Source: an optimization exercise on an open RTL-to-GDS flow (aim: small area). Production flows keep margins and buffers that such runs may drop. The RTL was checked by simulation tests, not by an equivalence proof against the original design. Power figures rest on the tool's default switching activity, not on a simulated workload.

==> flow/design.v (excerpt) <==
module Guess(clk, rst, in, seg_out, led_out);
	input clk;
	input rst;
	input[0:12] in;
	output[0:31] seg_out;
	output reg[0:9] led_out;
	localparam S_INIT0 = 3'd0, S_INITC = 3'd1, S_INPUT = 3'd2, S_SHOW = 3'd3, S_WIN = 3'd4, S_LOSE = 3'd5;
	localparam K_TITLE = 3'd0, K_GUESS = 3'd1, K_RES = 3'd2, K_F05E = 3'd3, K_ANS = 3'd4;
	wire tick_1, tick_rnd, tick_display;
	wire[7:0] rnd;
	reg odd;
	always@(posedge clk)
		odd <= ~rst & ~odd;
	clock_ #(8, 8'hb8, 8'h4f) u_clk_1(clk, rst, odd, tick_1);
	clock_ #(4, 4'hc, 4'ha) u_clk_rnd(clk, rst, odd, tick_rnd);
	clock_ #(5, 5'h14, 5'h10) u_clk_display(clk, rst, odd, tick_display);
	randGen u_rand(clk, rst, tick_rnd, rnd, rstart);
	reg[2:0] state, kind;
	reg[3:0] hp_v;
	reg[7:0] ans;
	reg[15:0] guess_num;
	reg[1:0] sel_num;
	wire init = (state == S_INIT0) || (state == S_INITC);
	reg l_rst, l_mode, l_b10, l_b11, l_b12;
	wire rstart;
	reg rs;
	always@(posedge clk)
		if(rstart)
			rs <= 1;
		else if(tick_1)
			rs <= 0;
	wire[2:0] r_ph = rnd[7:5], r_c5 = rnd[4:2];
	wire[1:0] r_c4 = rnd[1:0];
	wire[7:0] l_rnd = !rs ? rnd :
		(r_ph == 0) ? {3'd5, (r_c5 == 0) ? 3'd4 : r_c5 - 3'd1, r_c4 - 2'd1} :
		{r_ph - 3'd1, r_c5, r_c4};
	wire[15:0] ans_v;
	ansval u_ans(ans, ans_v);
	wire[2:0] A, B;
	wire all4;
	checker_ u_check(clk, tick_display & l_rst, ans_v, guess_num, A, B, all4);
	reg[2:0] n_state, n_kind;
	reg[3:0] n_hp_v;
	reg[7:0] n_ans;
	reg[15:0] n_guess_num;
	reg[1:0] n_sel_num;
	always@(*) begin
		n_state = state;
		n_kind = kind;
		n_hp_v = hp_v;
		n_ans = ans;
		n_guess_num = guess_num;
		n_sel_num = sel_num;
		if(l_rst) begin
			n_state = S_INIT0;
			n_kind = K_TITLE;
			n_hp_v = 10;
			n_ans = 8'hc0;
			n_guess_num = 0;
			n_sel_num = 0;
		end
		else if(~l_mode) begin
			case(state)
				S_INIT0, S_INITC: begin
					n_hp_v = 10;
					n_ans = l_rnd;
					n_sel_num = 0;
					n_kind = K_TITLE;
					n_guess_num = 0;
					if((state == S_INITC && guess_num[3:0] == 15) || l_b11)
						n_state = S_INPUT;
					else begin
  ...
export LEC_CHECK = 0
export ABC_AREA = 1
export CAP_MARGIN = 20
export CORE_MARGIN = 2
export CORE_UTILIZATION = 70
export SLEW_MARGIN = 20
create_clock -name core_clock -period 20.0 [get_ports {clk}]
standard.sh (not shown) runs the stock make flow with config.mk's settings and CLKGATE_MAP_FILE= SYNTH_SCRIPT=/design/flow/synth_recipe.tcl, a recipe that flattens the netlist after the stock synthesis.
==> flow/flow/run.sh <==
#!/bin/bash
# Own flow: the standard synthesis, then the combinational logic re-mapped
# with a stronger ABC script (flip-flops untouched), then the standard
# layout, with port buffers of the smallest buffer cell.
set -euo pipefail
W=$(pwd)
F=$W/flow
R=$W/orfs/results/$FLOW_PLATFORM/Guess/base
LIB=$FLOW_HOME/platforms/$FLOW_PLATFORM/lib/sky130_fd_sc_hd__tt_025C_1v80.lib
bash standard.sh synth > $W/synth_standard.log 2>&1
cp $R/1_2_yosys.v $W/1_2_yosys_standard.v
python3 $F/cellmap.py $LIB $W/1_2_yosys_standard.v $W/cellmap.v > $W/cellmap.log 2>&1
LIB=$LIB NET=$W/1_2_yosys_standard.v TOP=$FLOW_TOP MAPV=$W/cellmap.v \
  ABCSCRIPT=$F/abc.script DONTUSE="$(cat $F/dontuse.txt)" STAT=$W/remap_stat.txt \
  OUTV=$W/1_2_yosys_remapped.v yosys -c $F/remap.tcl > $W/remap.log 2>&1
cp $W/1_2_yosys_remapped.v $R/1_2_yosys.v
bash standard.sh "BUFFER_PORTS_ARGS=-buffer_cell sky130_fd_sc_hd__buf_1" "CTS_ARGS=-sink_clustering_enable -repair_clock_nets -buf_list sky130_fd_sc_hd__clkbuf_8 -root_buf sky130_fd_sc_hd__clkbuf_8 -dont_use_dummy_load" finish > $W/layout.log 2>&1
Other scripts of this flow, unchanged in this note and not shown: flow/flow/abc.script, flow/flow/cellmap.py, flow/flow/dontuse.txt, flow/flow/remap.tcl
Edit:
--- a/flow/design.v
+++ b/flow/design.v
@@ -120,17 +120,17 @@
 	assign B = y[3] + y[2] + y[1] + y[0];
 	assign all4 = &x;
 endmodule
 module ansval(n, v);
 	input[7:0] n;
 	output reg[15:0] v;
 	wire[2:0] ph = n[7:5], c5 = n[4:2];
 	wire[1:0] c4 = n[1:0];
-	wire[4:0] o5 = 5'b1 << c5;
+	wire[4:0] o5 = {c5[2], c5[1] & c5[0], c5[1] & ~c5[0], ~c5[1] & c5[0], ~(c5[2] | c5[1] | c5[0])};
 	wire[1:0] c4_0 = c4 + 2'd0;
 	wire[3:0] w4_0 = {c4_0 == 2, ~c4_0[1], c4_0[0], 1'b1};
 	wire[1:0] c4_1 = c4 + 2'd1;
 	wire[3:0] w4_1 = {c4_1 == 2, ~c4_1[1], c4_1[0], 1'b1};
 	wire[1:0] c4_2 = c4 + 2'd2;
 	wire[3:0] w4_2 = {c4_2 == 2, ~c4_2[1], c4_2[0], 1'b1};
 	wire[1:0] c4_3 = c4 + 2'd3;
 	wire[3:0] w4_3 = {c4_3 == 2, ~c4_3[1], c4_3[0], 1'b1};
@@ -179,17 +179,17 @@
 			c4 <= 3;
 			i <= 1;
 		end
 		else if(en) begin
 			if(i == 0) begin
 				ph <= nph;
 				i <= nph + 3'd2;
 				if(nph == 0) begin
-					c5 <= (c5 == 4) ? 3'd0 : c5 + 3'd1;
+					c5 <= c5[2] ? 3'd0 : c5 + 3'd1;   
 					c4 <= c4 + 2'd1;
 				end
 			end
 			else
 				i <= i - 3'd1;
 		end
 	end
 endmodule
@@ -267,27 +267,27 @@
 					else begin
 						n_state = S_INITC;
 						n_guess_num[3:0] = (state == S_INITC) ? guess_num[3:0] + 4'd1 : 4'd1;
 					end
 				end
 				S_INPUT: begin
 					if(l_b10)
 						case(sel_num)
-							0: n_guess_num[15:12] = (guess_num[15:12] == 9) ? 4'd0 : guess_num[15:12] + 4'd1;
-							1: n_guess_num[11:8] = (guess_num[11:8] == 9) ? 4'd0 : guess_num[11:8] + 4'd1;
-							2: n_guess_num[7:4] = (guess_num[7:4] == 9) ? 4'd0 : guess_num[7:4] + 4'd1;
-							3: n_guess_num[3:0] = (guess_num[3:0] == 9) ? 4'd0 : guess_num[3:0] + 4'd1;
+							0: n_guess_num[15:12] = inc10(guess_num[15:12]);
+							1: n_guess_num[11:8] = inc10(guess_num[11:8]);
+							2: n_guess_num[7:4] = inc10(guess_num[7:4]);
+							3: n_guess_num[3:0] = inc10(guess_num[3:0]);
 						endcase
 					if(l_b11)
 						n_sel_num = sel_num + 2'd1;
 					if(l_b12) begin
 						n_state = S_SHOW;
 						if(!all4) begin
-							if(hp_v == 1)
+							if(hp_v[3:1] == 0)   
 								n_state = S_LOSE;
 							n_hp_v = hp_v - 1;
 						end
 						else
 							n_state = S_WIN;
 					end
 					n_kind = K_GUESS;
 				end
@@ -307,22 +307,26 @@
 				end
 				default: begin
 				end
 			endcase
 		end
 		else begin
 			if(l_b10 && !init)
 				n_state = S_INIT0;
-			if(l_b11 && hp_v < 10)
+			if(l_b11 && !(hp_v[3] & hp_v[1]))   
 				n_hp_v = hp_v + 1;
 			if(l_b12)
 				n_kind = K_ANS;
 		end
 	end
+	function[3:0] inc10;
+		input[3:0] g;
+		inc10 = {g[3] & ~g[0] | g[2] & g[1] & g[0], g[2] ^ (g[1] & g[0]), ~g[3] & (g[1] ^ g[0]), ~g[0]};
+	endfunction
 	always@(posedge clk) begin
 		if(tick_display) begin
 			state <= n_state;
 			kind <= n_kind;
 			hp_v <= n_hp_v;
 			ans <= n_ans;
 			guess_num <= n_guess_num;
 			sel_num <= n_sel_num;
@@ -346,17 +350,18 @@
 		else if(tick_display) begin
 			l_rst <= 0;
 			l_mode <= 1;
 			l_b10 <= 0;
 			l_b11 <= 0;
 			l_b12 <= 0;
 		end
 	end
-	wire[9:0] hp = (10'd1 << n_hp_v) - 10'd1;
+	wire[9:0] hp = {n_hp_v[3] & n_hp_v[1], n_hp_v[3] & (n_hp_v[1] | n_hp_v[0]), n_hp_v > 7, n_hp_v > 6, n_hp_v > 5,
+		n_hp_v > 4, n_hp_v > 3, n_hp_v > 2, n_hp_v > 1, n_hp_v != 0};
 	always@(posedge clk) begin
 		if(tick_display) begin
 			if(n_state == S_WIN)
 				led_out <= {led_out[1:9], led_out[0]};
 			else
 				led_out <= hp;
 		end
 	end
Result:
- The new run finished with timing, DRC and antenna clean
- worst setup slack got worse by 210 ps
- wire length fell by 1.5%
- flip-flop and latch count does not change
- total power came out higher by about 8%
- final cell count stays flat

separate check: timing with driven ports:
How much do the figures lean on ideal ports? The routed layouts below were timed once more, with nothing changed but the port constraints.
Step 1 sets driving cells, clkbuf_16 on the clock port and buf_2 on the other inputs (assumed; they add their load-dependent delay and slew).
Step 2 moves the port delays by t, midway between the first and last clock arrival at a register: inputs arrive t later, outputs are due t later. That takes back most of the time a late clock gives input paths.
a / b / c = ideal / step 1 / step 2; a / b = the first two.
| run | t, ns | setup slack, ns | slew at the worst register clock pin (ns) | worst slew at a driven data input, ns |
|---|---|---|---|---|
| the first run | 0.382 | 11.858 / 11.824 / 12.206 | 0.09 / 0.09 | 0.03 |
| the second run | 0.377 | 11.653 / 11.620 / 11.997 | 0.09 / 0.09 | 0.03 |
After both steps setup and hold are still met in every run listed.
